This design comes from an exercise in tuning for small area, a short achievable clock period and few clock cycles on the open sky130 flow, not from production work. At most, simulation tests tie the RTL to the original design; equivalence was not proved. Power is estimated from default activity; no workload was simulated.

== run 1 ==
==> flow/design.v (excerpt) <==
module MatrixMultUnit(
  input  wire reset_n,
  input  wire clk,
  input  wire dut_valid,
  output wire dut_ready,
  output wire        dut__tb__sram_input_write_enable,
  output wire [15:0] dut__tb__sram_input_write_address,
  output wire [31:0] dut__tb__sram_input_write_data,
  output wire [15:0] dut__tb__sram_input_read_address,
  input  wire [31:0] tb__dut__sram_input_read_data,
  output wire        dut__tb__sram_weight_write_enable,
  output wire [15:0] dut__tb__sram_weight_write_address,
  output wire [31:0] dut__tb__sram_weight_write_data,
  output wire [15:0] dut__tb__sram_weight_read_address,
  input  wire [31:0] tb__dut__sram_weight_read_data,
  output wire        dut__tb__sram_result_write_enable,
  output wire [15:0] dut__tb__sram_result_write_address,
  output wire [31:0] dut__tb__sram_result_write_data,
  output wire [15:0] dut__tb__sram_result_read_address,
  input  wire [31:0] tb__dut__sram_result_read_data,
  output wire        dut__tb__sram_scratchpad_write_enable,
  output wire [15:0] dut__tb__sram_scratchpad_write_address,
  output wire [31:0] dut__tb__sram_scratchpad_write_data,
  output wire [15:0] dut__tb__sram_scratchpad_read_address,
  ...
Size in the first run: ~3,100 cells after synthesis, ~470 flip-flops, about 390 I/O pins.
clock: 10.0 ns
lec_check: 0
abc_clock_period_in_ps: 3000
cap_margin: 20
core_margin: 2
core_utilization: 70
place_density: 0.8
slew_margin: 20
synth_hierarchical: 1
standard.sh (not shown) runs the stock make flow with config.mk's settings and CLKGATE_MAP_FILE= SYNTH_SCRIPT=/design/flow/synth_recipe.tcl, a recipe that flattens the netlist after the stock synthesis.
==> flow/flow/run.sh <==
#!/bin/bash
# The standard layout (standard synthesis included), with timing repair
# aiming at 6.85 ns of setup slack instead of 0.
set -euo pipefail
bash standard.sh SETUP_SLACK_MARGIN=6.85 finish > standard_flow.log 2>&1
Modified inputs, run 2 compared to run 1
- CORE_UTILIZATION: 70 -> 55
- PLACE_DENSITY: 0.8 -> unset
### Flow results
Against run 1, run 2 reports a total track usage that is lower.
Post-route fraction of the period consumed by the critical path of run 1 is on par with run 2.
Share of power burned in combinational logic for run 2: 1.9 points down relative to run 1
Run 2 vs run 1 — internal power consumption rose about 1.7%.
The final reports for run 2 and run 1 show tap cell count higher in the former.
Relative to run 1, non-clock buffer contribution to total cell area increased by 0.31 points in run 2.
Run 2 ended up with a higher sequential power than run 1 did.
Share of post-route cells with drive strength above 1: run 1 and run 2 compared, higher one is run 2
The run with more routed wire is run 1, not run 2.
The combinational gate power reported for run 2 is smaller than that of run 1 by about 4%.
[inputs] run 3 vs run 2
- putting CTS_CLUSTER_DIAMETER at 60 where nothing was set
- swapping 55 for 40 in CORE_UTILIZATION
- putting CTS_CLUSTER_SIZE at 25 where nothing was set
==> flow/flow/run.sh <==
#!/bin/bash
# The standard layout (standard synthesis included), with timing repair
# aiming at 7.0 ns of setup slack instead of 0.
set -euo pipefail
bash standard.sh SETUP_SLACK_MARGIN=7.0 finish > standard_flow.log 2>&1
### Flow results
Both conditions hold for run 3: the flow ran to the end and the final layout passed the timing, DRC and antenna checks.
Sort run 2 and run 3 by wire length of the first global-routing pass, descending, and run 2 comes first.
Clock-buffer cell count: run 3 vs run 2 down 18
The sum of met3 wire segment lengths after detailed routing of run 3 is lower than that of run 2.
Run 3 vs. run 2: number of well-tap cells placed picked up an extra about 37%; maximum frequency picked up an extra about 2.5%.
No functional check of the RTL was part of any run of this note.


Another version of the RTL of MatrixMultUnit (not shown whole).
For scale: about 430 flip-flops, roughly 390 I/O pins, roughly 31000 sq um of cells after synthesis.
clock: 10.0 ns
lec_check: 0
abc_clock_period_in_ps: 3000
cap_margin: 20
core_margin: 2
core_utilization: 65
slew_margin: 20
synth_hierarchical: 1
==> flow/flow/run.sh <==
#!/bin/bash
# The standard layout (standard synthesis included), with timing repair
# aiming at 6.95 ns of setup slack instead of 0.
set -euo pipefail
bash standard.sh SETUP_SLACK_MARGIN=6.95 finish > standard_flow.log 2>&1
The first run completed without violations.
Testbench counts at the start, summed over its fixed seeds: cycles 565,141.
Change:
==> flow/run.sh (new file) <==
#!/bin/bash
# synth_recipe.tcl (not shown) runs the flow's synth.tcl, then flattens the netlist and writes it again
# the make line also repeats each setting of config.mk as NAME=value (left out here)
make -C /OpenROAD-flow-scripts/flow DESIGN_CONFIG=/design/flow/config.mk WORK_HOME=/design/flow/orfs CLKGATE_MAP_FILE= SYNTH_SCRIPT=/design/flow/synth_recipe.tcl finish
- ABC_CLOCK_PERIOD_IN_PS: 3000 -> unset
- SETUP_SLACK_MARGIN: unset -> 5
removed: flow/flow/run.sh
removed: flow/standard.sh
The changed run completed without violations.
Fmax drops by 23%.
Design area drops by about 4%.
Total power drops by about 3.5%.
Via count drops by 3.0%.
Cell count drops by 2.5%.
Utilization drops by 3.2 points.
Change:
==> flow/flow/run.sh (new file) <==
#!/bin/bash
# The standard layout (standard synthesis included), with timing repair
# aiming at 6.85 ns of setup slack instead of 0.
set -euo pipefail
bash standard.sh SETUP_SLACK_MARGIN=6.85 finish > standard_flow.log 2>&1
==> flow/standard.sh (new file) <==
#!/bin/bash
# synth_recipe.tcl (not shown) runs the flow's synth.tcl, then flattens the netlist and writes it again
# the make line also repeats each setting of config.mk as NAME=value (left out here)
make -C /OpenROAD-flow-scripts/flow DESIGN_CONFIG=/design/flow/config.mk WORK_HOME=/design/flow/orfs CLKGATE_MAP_FILE= SYNTH_SCRIPT=/design/flow/synth_recipe.tcl "${@:-finish}"
- ABC_AREA: unset -> 1
- SETUP_SLACK_MARGIN: 5 -> unset
removed: flow/run.sh
What happened: Core utilization rises by 0.38 points; via count increases by 41%; final area rose by 8.9%; wire length climbs by 23%; clock power goes up by about 2%; total power rose by 59%; first-iteration DRC count came out higher by 49%.
Change:
- ABC_AREA: 1 -> unset
Result:
- maximum frequency climbs by 0.51%
- setup slack gets better by 16 ps
- utilization came out higher by 0.57 points
- routed wire length falls by 15%
- final area shrinks by 7.0%
- cell count falls by 35%
- sequential power decreases by 24%
- register-to-register slack loses 50 ps


Another version of the RTL of MatrixMultUnit (not shown whole).
For scale: roughly 3000 cells after synthesis, roughly 390 I/O pins.
==> flow/config.mk <==
export PLATFORM = sky130hd
export DESIGN_NAME = MatrixMultUnit
export DESIGN_NICKNAME = MatrixMultUnit
export VERILOG_FILES = /design/flow/design.v
export SDC_FILE = /design/flow/constraint.sdc
export NUM_CORES = 4
export LEC_CHECK = 0
export ABC_CLOCK_PERIOD_IN_PS = 3000
export CAP_MARGIN = 20
export CORE_MARGIN = 2
export CORE_UTILIZATION = 65
export SLEW_MARGIN = 20
export SYNTH_HIERARCHICAL = 1
==> flow/constraint.sdc <==
create_clock -name core_clock -period 10.0 [get_ports {clk}]
set_input_delay 2.0000 -clock core_clock [delete_from_list [all_inputs] [get_ports {clk}]]
set_output_delay 2.0000 -clock core_clock [all_outputs]
set_load 0.01 [all_outputs]
==> flow/flow/run.sh <==
#!/bin/bash
# The standard layout (standard synthesis included), with timing repair
# aiming at 6.85 ns of setup slack instead of 0.
set -euo pipefail
bash standard.sh SETUP_SLACK_MARGIN=6.85 finish > standard_flow.log 2>&1
Testbench counts at the start, summed over its fixed seeds: cycles 565,141.
Next try:
==> flow/flow/run.sh (replaced) <==
#!/bin/bash
# The standard layout (standard synthesis included), with timing repair
# aiming at 6.75 ns of setup slack instead of 0.
set -euo pipefail
bash standard.sh SETUP_SLACK_MARGIN=6.75 finish > standard_flow.log 2>&1
The new run completed without violations.
Register-to-register slack degrades by 0.04 ns.
Clock-buffer cell count climbs by 8.
Maximum frequency is lower slightly.
Synthesized cell count stays the same.
Worst setup slack gets worse by 0.027 ns.
Synthesized area does not change.
Utilization went up by 0.18 points.
Die area stays the same.
Via count is lower by a few percent.
Total power grows slightly.


== try-pepper ==
RTL: one of the versions met above, not the one the previous note started from.
Size: roughly 3,100 cells after synthesis, roughly 470 flip-flops, roughly 390 I/O pins, roughly 33,000 sq um of cells after synthesis.
Design MatrixMultUnit, start of the top module:
module MatrixMultUnit(
  input  wire reset_n,
  input  wire clk,
  input  wire dut_valid,
  output wire dut_ready,
  output wire        dut__tb__sram_input_write_enable,
  output wire [15:0] dut__tb__sram_input_write_address,
  output wire [31:0] dut__tb__sram_input_write_data,
  output wire [15:0] dut__tb__sram_input_read_address,
  input  wire [31:0] tb__dut__sram_input_read_data,
  output wire        dut__tb__sram_weight_write_enable,
  output wire [15:0] dut__tb__sram_weight_write_address,
  output wire [31:0] dut__tb__sram_weight_write_data,
  output wire [15:0] dut__tb__sram_weight_read_address,
  input  wire [31:0] tb__dut__sram_weight_read_data,
  output wire        dut__tb__sram_result_write_enable,
  output wire [15:0] dut__tb__sram_result_write_address,
  output wire [31:0] dut__tb__sram_result_write_data,
  output wire [15:0] dut__tb__sram_result_read_address,
  input  wire [31:0] tb__dut__sram_result_read_data,
  output wire        dut__tb__sram_scratchpad_write_enable,
  output wire [15:0] dut__tb__sram_scratchpad_write_address,
  output wire [31:0] dut__tb__sram_scratchpad_write_data,
  output wire [15:0] dut__tb__sram_scratchpad_read_address,
  input  wire [31:0] tb__dut__sram_scratchpad_read_data
);
localparam S_IDLE  = 3'd0;
localparam S_LOAD0 = 3'd1;    
localparam S_LOAD1 = 3'd2;    
localparam S_LOAD2 = 3'd3;    
localparam S_RUN   = 3'd4;    
localparam S_DRAIN = 3'd5;    
localparam P_QKV = 2'd0;
localparam P_S   = 2'd1;
localparam P_Z   = 2'd2;
localparam P_END = 2'd3;
reg  [2:0]  state;
reg         busy;
reg  [1:0]  phase;
reg  [1:0]  m;           
reg  [6:0]  t;           
reg  [4:0]  j;           
reg  [4:0]  i;           
reg  [4:0]  n_r, d_r;
reg  [6:0]  k_r;
reg  [6:0]  tl;
reg  [4:0]  jl;
reg  [8:0]  nd;
reg  [10:0] a_addr, a_base;
reg  [11:0] b_addr, b_base;
reg  [10:0] waddr;
reg  [2:0]  dcnt;
wire lt = (t == tl);
wire lj = (j == jl);
wire li = (i == n_r);
wire is_z = (phase == P_Z);
wire [10:0] a_inc = a_addr + 11'd1;
wire [11:0] b_inc = b_addr + (is_z ? {7'd0, d_r} : 12'd1);
wire [11:0] b_col = b_base + 12'd1;
wire [11:0] nd2 = {2'b00, nd, 1'b0};
  ...
export LEC_CHECK = 0
export ABC_CLOCK_PERIOD_IN_PS = 3000
export CAP_MARGIN = 20
export CORE_MARGIN = 2
export CORE_UTILIZATION = 75
export SLEW_MARGIN = 20
export SYNTH_HIERARCHICAL = 1
create_clock -name core_clock -period 10.0 [get_ports {clk}]
==> flow/flow/run.sh <==
#!/bin/bash
# The standard layout (standard synthesis included), with timing repair
# aiming at 6.85 ns of setup slack instead of 0.
set -euo pipefail
bash standard.sh SETUP_SLACK_MARGIN=6.85 finish > standard_flow.log 2>&1
Relative to try-pepper, the following input files were edited for try-umber:
Settings: CORE_UTILIZATION changed from 75 to 40; ABC_CLOCK_PERIOD_IN_PS changed from 3000 to 4000.
[summary]
- Compared with try-pepper, try-umber ends up with a larger final cell area.
- Diff try-pepper -> try-umber: worst slew margin relative to its limit decreased 0.53 points, power after layout down 6.4%, portion of the clock cycle consumed by the worst path in the final layout down 0.81 points.
- Changes observed in try-umber relative to try-pepper: post-route met1 wirelength up 12%, global-route track usage on met3 down 12 points, cell count up about 13%, worst setup slack up 81 ps.
Modified inputs, try-nickel compared to try-umber
Settings: putting CTS_CLUSTER_SIZE at 25 where nothing was set; putting CTS_CLUSTER_DIAMETER at 60 where nothing was set; swapping 4000 for 3000 in ABC_CLOCK_PERIOD_IN_PS.
==> flow/flow/run.sh <==
#!/bin/bash
# The standard layout (standard synthesis included), with timing repair
# aiming at 7.0 ns of setup slack instead of 0, and buf_2 as the port buffer.
set -euo pipefail
bash standard.sh SETUP_SLACK_MARGIN=7.0 "BUFFER_PORTS_ARGS=-buffer_cell sky130_fd_sc_hd__buf_2" finish > standard_flow.log 2>&1
Notes after the runs:
The portion of the layout cell area used by non-clock buffers of try-nickel exceeds that of try-umber by 0.17 points. A first element of the critical path of we is what try-nickel shows, while busy belongs to try-umber. Run comparison: try-umber capture point of the worst path dut_ready; try-nickel capture point of the worst path dut__tb__sram_scratchpad_write_enable. The part of the total power dissipated in combinational logic reported for try-nickel is greater than that of try-umber by 0.7 points. [compare] base=try-umber new=try-nickel: width of the die now sits at about the same level; depth of the worst register-to-register path increased 3; area added between synthesis and finish went up; post-route worst setup slack has remained practically unchanged; sum of routed wire length over all layers picked up an extra 1600 um.
--- input diff try-nickel..try-sierra ---
Settings: CORE_UTILIZATION now 65, was 40; CTS_CLUSTER_SIZE no longer set, was 25; CTS_CLUSTER_DIAMETER no longer set, was 60.
==> flow/flow/run.sh <==
#!/bin/bash
# The standard layout (standard synthesis included), with timing repair
# aiming at 6.85 ns of setup slack instead of 0.
set -euo pipefail
bash standard.sh SETUP_SLACK_MARGIN=6.85 finish > standard_flow.log 2>&1
## What came out
try-sierra has completed all stages; timing, DRC and antenna checks passed. try-nickel: all stages complete, timing, DRC and antenna checks passed. In try-sierra, the total global-route track usage came out 15 points above the value in try-nickel. try-nickel -> try-sierra: floorplan core area decreased by more than a quarter. Summary: worst hold slack, try-sierra worse than try-nickel. Summary of the comparison: clock share of power is lower in try-sierra, relative to try-nickel.
The following lists how try-ember was set up differently from try-sierra:
Settings: CORE_UTILIZATION changed from 65 to 40.
Findings:
try-ember — final critical-path setup slack 48 ps lower, try-sierra as reference
Re cell-internal power: try-sierra and try-ember aren't equal, and the lower value belongs to try-sierra.
try-ember ends up with a final cycle utilization of the critical path that is 0.48 points higher than in try-sierra.
From try-sierra to try-ember the numbers moved as follows: final wirelength lower, met3 wirelength from detailed routing decreased by about 30% relative to the old numbers, routed wire length on met2 shrank by about 10%, via count normalized by instance count went down about 14%.
Function was not checked in any run of this note: the RTL went through the layout flow alone.


Another version of the RTL of MatrixMultUnit (not shown whole).
For scale: ~430 flip-flops, roughly 390 I/O pins, ~31,000 um^2 of cells after synthesis.
Design MatrixMultUnit, start of the top module:
module MatrixMultUnit(
  input  wire reset_n,
  input  wire clk,
  input  wire dut_valid,
  output wire dut_ready,
  output wire        dut__tb__sram_input_write_enable,
  output wire [15:0] dut__tb__sram_input_write_address,
  output wire [31:0] dut__tb__sram_input_write_data,
  output wire [15:0] dut__tb__sram_input_read_address,
  input  wire [31:0] tb__dut__sram_input_read_data,
  output wire        dut__tb__sram_weight_write_enable,
  output wire [15:0] dut__tb__sram_weight_write_address,
  output wire [31:0] dut__tb__sram_weight_write_data,
  output wire [15:0] dut__tb__sram_weight_read_address,
  input  wire [31:0] tb__dut__sram_weight_read_data,
  output wire        dut__tb__sram_result_write_enable,
  output wire [15:0] dut__tb__sram_result_write_address,
  output wire [31:0] dut__tb__sram_result_write_data,
  output wire [15:0] dut__tb__sram_result_read_address,
  input  wire [31:0] tb__dut__sram_result_read_data,
  output wire        dut__tb__sram_scratchpad_write_enable,
  output wire [15:0] dut__tb__sram_scratchpad_write_address,
  output wire [31:0] dut__tb__sram_scratchpad_write_data,
  output wire [15:0] dut__tb__sram_scratchpad_read_address,
  ...
==> flow/config.mk <==
export PLATFORM = sky130hd
export DESIGN_NAME = MatrixMultUnit
export DESIGN_NICKNAME = MatrixMultUnit
export VERILOG_FILES = /design/flow/design.v
export SDC_FILE = /design/flow/constraint.sdc
export NUM_CORES = 4
export LEC_CHECK = 0
export ABC_CLOCK_PERIOD_IN_PS = 3000
export CAP_MARGIN = 20
export CORE_MARGIN = 2
export CORE_UTILIZATION = 65
export SLEW_MARGIN = 20
export SYNTH_HIERARCHICAL = 1
==> flow/constraint.sdc <==
create_clock -name core_clock -period 10.0 [get_ports {clk}]
set_input_delay 2.0000 -clock core_clock [delete_from_list [all_inputs] [get_ports {clk}]]
set_output_delay 2.0000 -clock core_clock [all_outputs]
set_load 0.01 [all_outputs]
==> flow/flow/run.sh <==
#!/bin/bash
# The standard layout (standard synthesis included), with timing repair
# aiming at 6.8 ns of setup slack instead of 0.
set -euo pipefail
bash standard.sh SETUP_SLACK_MARGIN=6.8 finish > standard_flow.log 2>&1
Then changed:
==> flow/flow/run.sh (replaced) <==
#!/bin/bash
# The standard layout (standard synthesis included), with timing repair
# aiming at 6.85 ns of setup slack instead of 0.
set -euo pipefail
bash standard.sh SETUP_SLACK_MARGIN=6.85 finish > standard_flow.log 2>&1
Effect:
- The changed run completed with no timing, DRC or antenna violations
- final cell count hardly moves
- hold slack barely changes
- final area came out lower by 1.0%
- combinational power came out lower by about 0.7%
- core utilization came out lower by 0.77 points
Then changed:
==> flow/flow/run.sh (replaced) <==
#!/bin/bash
# The standard layout (standard synthesis included), with timing repair
# aiming at 6.9 ns of setup slack instead of 0.
set -euo pipefail
bash standard.sh SETUP_SLACK_MARGIN=6.9 finish > standard_flow.log 2>&1
Outcome: The changed run finished with timing, DRC and antenna clean. Clock power is about the same. Sequential cell count does not change. Clock-buffer cell count is unchanged. Routed wire length stays flat. Synthesized cell count does not change. Cell count barely changes. Sequential power hardly moves. Via count goes down by 0.36%. Cell area rises by 0.32%. Worst hold slack barely changes. Die area does not change.
No functional check of the RTL was part of any run of this note.

==> what the ideal ports hide <==
The results above use ideal ports. As a check the final layouts listed here were re-extracted and re-timed, cells and wires unchanged. Step 1 assumes that a clkbuf_16 drives the clock port and a buf_2 every other input. Step 2 moves the port delays by t, midway between the first and last clock arrival at a register: inputs arrive t later, outputs are due t later. That takes back most of the time a late clock gives input paths. a / b / c = no drivers / after step 1 / after step 2; a / b = the first two.
| run | shift t [ns] | setup WS [ns] | worst hold slack (ns) | worst setup path after step 2 | cell pins on the clock port's net |
|---|---|---|---|---|---|
| run 1 | 0.664 | 6.731 / 6.671 / 6.565 | 0.329 / 0.329 / 0.329 | input to register | 1 |
| run 2 | 0.676 | 6.732 / 6.673 / 6.602 | 0.327 / 0.327 / 0.327 | input to register | 1 |
| run 3 | 0.672 | 6.812 / 6.751 / 6.604 | 0.328 / 0.328 / 0.328 | input to register | 1 |
| the first run of note 2 | 0.665 | 6.835 / 6.774 / 6.844 | 0.325 / 0.325 / 0.325 | input to register | 1 |
| the second run of note 2 | 0.637 | 5.913 / 5.913 / 5.913 | 0.325 / 0.325 / 0.325 | register to register | 1 |
| the third run of note 2 | 0.651 | 6.834 / 6.774 / 6.815 | 0.327 / 0.327 / 0.327 | input to register | 1 |
| the fourth run of note 2 | 0.651 | 6.850 / 6.789 / 6.771 | 0.329 / 0.329 / 0.329 | input to register | 1 |
| the first run of note 3 | 0.642 | 6.809 / 6.752 / 6.709 | 0.328 / 0.328 / 0.328 | input to register | 1 |
| the second run of note 3 | 0.649 | 6.782 / 6.723 / 6.621 | 0.328 / 0.328 / 0.328 | input to register | 1 |
| try-pepper | 0.676 | 6.708 / 6.708 / 6.680 | 0.331 / 0.331 / 0.331 | input to register | 1 |
| try-umber | 0.697 | 6.789 / 6.724 / 6.593 | 0.327 / 0.327 / 0.327 | input to register | 1 |
| try-nickel | 0.683 | 6.791 / 6.721 / 6.940 | 0.333 / 0.333 / 0.333 | register to register | 1 |
| try-sierra | 0.659 | 6.837 / 6.777 / 6.726 | 0.328 / 0.328 / 0.328 | input to register | 1 |
| try-ember | 0.697 | 6.789 / 6.724 / 6.593 | 0.327 / 0.327 / 0.327 | input to register | 1 |
| the first run of note 5 | 0.649 | 6.717 / 6.653 / 6.837 | 0.331 / 0.331 / 0.331 | input to register | 1 |
| the second run of note 5 | 0.647 | 6.719 / 6.659 / 6.831 | 0.332 / 0.332 / 0.332 | input to register | 1 |
| the third run of note 5 | 0.647 | 6.789 / 6.730 / 6.839 | 0.332 / 0.332 / 0.332 | input to register | 1 |
After both steps every run listed still meets setup and hold. The setup slack of run 3, which loses most, moves by -0.061 ns with the drivers and by -0.208 ns with both steps.
